This design comes from an exercise in tuning for small area on the open sky130 flow, not from production work.
Function was checked by simulation only, so behaviour that the tests miss may differ from the original.
No driver is modelled on the clock port, so clocking that relies on it looks cheaper here than on a real chip.
Power and IR drop assume default switching activity.

Design spi_drive, start of the top module:
module spi_drive#(
    parameter                           P_DATA_WIDTH        = 8                 ,
    parameter                           P_OP_LEN            = 32                ,
    parameter                           P_CPOL              = 0                 ,
    parameter                           P_CPHL              = 0                 ,
    parameter                           P_READ_DATA_WIDTH   = 8
)(
    input                               i_clk                               ,
    input                               i_rst                               ,
    output                              o_spi_clk                           ,
    output                              o_spi_cs                            ,
    output                              o_spi_mosi                          ,
    input                               i_spi_miso                          ,
    input   [P_OP_LEN- 1:0]             i_user_op_data                      ,
    input   [1:0]                       i_user_op_type                      ,
    input   [15:0]                      i_user_op_len                       ,
    input   [15:0]                      i_user_clk_len                      ,
    input                               i_user_op_valid                     ,
    output                              o_user_op_ready                     ,
  ...
==> flow/config.mk <==
export PLATFORM = sky130hd
export DESIGN_NAME = spi_drive
export DESIGN_NICKNAME = spi_drive
export VERILOG_FILES = /design/flow/design.v
export SDC_FILE = /design/flow/constraint.sdc
export NUM_CORES = 4
export LEC_CHECK = 0
export CAP_MARGIN = 20
export CORE_MARGIN = 2
export CORE_UTILIZATION = 75
export CTS_BUF_LIST = sky130_fd_sc_hd__clkbuf_8
export SLEW_MARGIN = 20
==> flow/constraint.sdc <==
create_clock -name core_clock -period 5.0 [get_ports {i_clk}]
set_input_delay 1.0000 -clock core_clock [delete_from_list [all_inputs] [get_ports {i_clk}]]
set_output_delay 1.0000 -clock core_clock [all_outputs]
set_load 0.01 [all_outputs]
standard.sh (not shown) runs the stock make flow with config.mk's settings and CLKGATE_MAP_FILE= SYNTH_SCRIPT=/design/flow/synth_recipe.tcl, a recipe that flattens the netlist after the stock synthesis.
==> flow/flow/run.sh <==
#!/bin/bash
# Standard layout, except: abc maps for area (flow/synth_area.tcl); the ports get the
# smallest buffer instead of ORFS's default choice; CTS adds no dummy loads, and each clock
# buffer is then sized down as far as the clock pin slews allow (flow/post_cts.tcl).
set -euo pipefail
export BUFFER_PORTS_ARGS="-buffer_cell sky130_fd_sc_hd__buf_1"
export CTS_ARGS="-sink_clustering_enable -repair_clock_nets -dont_use_dummy_load -buf_list sky130_fd_sc_hd__clkbuf_8"
export POST_CTS_TCL="$PWD/flow/post_cts.tcl"
bash standard.sh SYNTH_SCRIPT="$PWD/flow/synth_area.tcl" finish > standard.log 2>&1
==> flow/flow/area.abc <==
&get -n
&st
&syn2
&synch2
&nf -a -R 1000
&put
==> flow/flow/post_cts.tcl <==
set clk_sizes {sky130_fd_sc_hd__clkbuf_2 sky130_fd_sc_hd__clkbuf_4 sky130_fd_sc_hd__clkbuf_8 sky130_fd_sc_hd__clkbuf_16}
set clk_slew_target 0.105

proc worst_clk_pin_slew {} {
  set w 0
  foreach pin [get_pins -hierarchical */CLK] {
    set s [get_property $pin slew_max]
    if {$s > $w} { set w $s }
  }
  return $w
}

set clk_bufs {}
foreach inst [[ord::get_db_block] getInsts] {
  if {[string match clkbuf_* [$inst getName]] && [string match sky130_fd_sc_hd__clkbuf_* [[$inst getMaster] getName]]} {
    lappend clk_bufs $inst
  }
}
# the root (clkbuf_0_*) first, then the leaves
set clk_bufs [lsort -command {apply {{a b} {string compare [$a getName] [$b getName]}}} $clk_bufs]
estimate_parasitics -placement
puts "post_cts: worst clock pin slew before [worst_clk_pin_slew]"
foreach inst $clk_bufs {
  set name [$inst getName]
  set orig [[$inst getMaster] getName]
  set chosen $orig
  foreach size $clk_sizes {
    if {$size eq $orig} { break }
    replace_cell [get_cells $name] $size
    estimate_parasitics -placement
    if {[worst_clk_pin_slew] < $clk_slew_target} { set chosen $size; break }
  }
  if {[[$inst getMaster] getName] ne $chosen} {
    replace_cell [get_cells $name] $chosen
  }
  puts "post_cts: $name $orig -> $chosen"
}
estimate_parasitics -placement
puts "post_cts: worst clock pin slew after [worst_clk_pin_slew]"
detailed_placement
check_placement -verbose
==> flow/flow/synth_area.tcl <==
# The standard synthesis (synth_recipe.tcl), with abc mapping for area instead of speed:
# abc gets flow/area.abc as its script. Registers are mapped before abc, so they are unchanged.
set ::area_abc [file normalize [file join [file dirname [file normalize [info script]]] area.abc]]
proc ::swap_abc {n1 n2 op} {
  set i [lsearch -exact $::abc_args -script]
  if {$i >= 0} {
    set ::abc_args [lreplace $::abc_args [expr {$i + 1}] [expr {$i + 1}] $::area_abc]
  }
}
trace add variable ::abc_args write ::swap_abc
source [file join [file dirname [file dirname [file normalize [info script]]]] synth_recipe.tcl]
==> next run, changes <==
==> flow/flow/run.sh (replaced) <==
#!/bin/bash
# Standard layout, except: abc maps for area (flow/synth_area.tcl), and the ports get the
# smallest buffer instead of ORFS's default choice.
set -euo pipefail
export BUFFER_PORTS_ARGS="-buffer_cell sky130_fd_sc_hd__buf_1"
bash standard.sh SYNTH_SCRIPT="$PWD/flow/synth_area.tcl" finish > standard.log 2>&1
removed: flow/flow/post_cts.tcl
Result: The changed run ran to the end with no violations. Via count is lower by 0.71%. Final area is higher by 1.5%. Wire length is lower by 1.6%.
==> next run, changes <==
==> flow/run.sh (new file) <==
#!/bin/bash
# synth_recipe.tcl (not shown) runs the flow's synth.tcl, then flattens the netlist and writes it again
# the make line also repeats each setting of config.mk as NAME=value (left out here)
make -C /OpenROAD-flow-scripts/flow DESIGN_CONFIG=/design/flow/config.mk WORK_HOME=/design/flow/orfs CLKGATE_MAP_FILE= SYNTH_SCRIPT=/design/flow/synth_recipe.tcl finish
--- a/flow/config.mk
+++ b/flow/config.mk
@@ -10,2 +10 @@
-export CORE_UTILIZATION = 75
-export CTS_BUF_LIST = sky130_fd_sc_hd__clkbuf_8
+export CORE_UTILIZATION = 55
removed: flow/flow/run.sh
removed: flow/flow/area.abc
removed: flow/flow/synth_area.tcl
removed: flow/standard.sh
What happened: The new run completed without violations. Clock power went up by 13%. Wire length came out higher by 6.1%. Global-route usage went down by 7.1 points. Via count came out higher by 6.3%.
==> next run, changes <==
--- a/flow/config.mk
+++ b/flow/config.mk
@@ -10 +10 @@
-export CORE_UTILIZATION = 55
+export CORE_UTILIZATION = 75
Result: With this change the flow aborted during global placement (3_3_place_gp). Synthesized area is unchanged. Synthesized cell count stays the same.
==> next run, changes <==
==> flow/flow/run.sh (new file) <==
#!/bin/bash
# Standard layout, with the smallest buffer on the ports instead of ORFS's default choice.
set -euo pipefail
export BUFFER_PORTS_ARGS="-buffer_cell sky130_fd_sc_hd__buf_1"
bash standard.sh finish > standard.log 2>&1
==> flow/standard.sh (new file) <==
#!/bin/bash
# synth_recipe.tcl (not shown) runs the flow's synth.tcl, then flattens the netlist and writes it again
# the make line also repeats each setting of config.mk as NAME=value (left out here)
make -C /OpenROAD-flow-scripts/flow DESIGN_CONFIG=/design/flow/config.mk WORK_HOME=/design/flow/orfs CLKGATE_MAP_FILE= SYNTH_SCRIPT=/design/flow/synth_recipe.tcl "${@:-finish}"
--- a/flow/config.mk
+++ b/flow/config.mk
@@ -10,0 +11 @@
+export CTS_BUF_LIST = sky130_fd_sc_hd__clkbuf_8
removed: flow/run.sh
This time the run completed without violations.
Synthesized cell count stays the same.
Synthesized area does not change.

==> re-timing with driven ports <==
How much do the figures lean on ideal ports? The routed layouts below were timed once more, with nothing changed but the port constraints.
Step 1, drivers: a clkbuf_16 drives i_clk and a buf_2 each remaining input, both assumed.
Step 2 adds t to the input delays and takes it off the output delays; t is the mean of the earliest and latest rising clock arrival at the registers after step 1. Input paths then give back, and output paths get back, about the clock's delay inside the block.
Slacks: ideal / step 1 / step 2; pairs: ideal / step 1.
| run | shift t [ns] | setup slack, ns | worst hold slack (ns) |
|---|---|---|---|
| the first run | 0.432 | 1.244 / 1.219 / 1.651 | 0.406 / 0.401 / 0.497 |
| the second run | 0.334 | 1.346 / 1.318 / 1.652 | 0.493 / 0.485 / 0.505 |
| the third run | 0.329 | 1.332 / 1.303 / 1.384 | 0.567 / 0.567 / 0.567 |
| the fifth run | 0.328 | 1.357 / 1.332 / 1.659 | 0.504 / 0.509 / 0.593 |
After both steps every run listed still meets setup and hold.
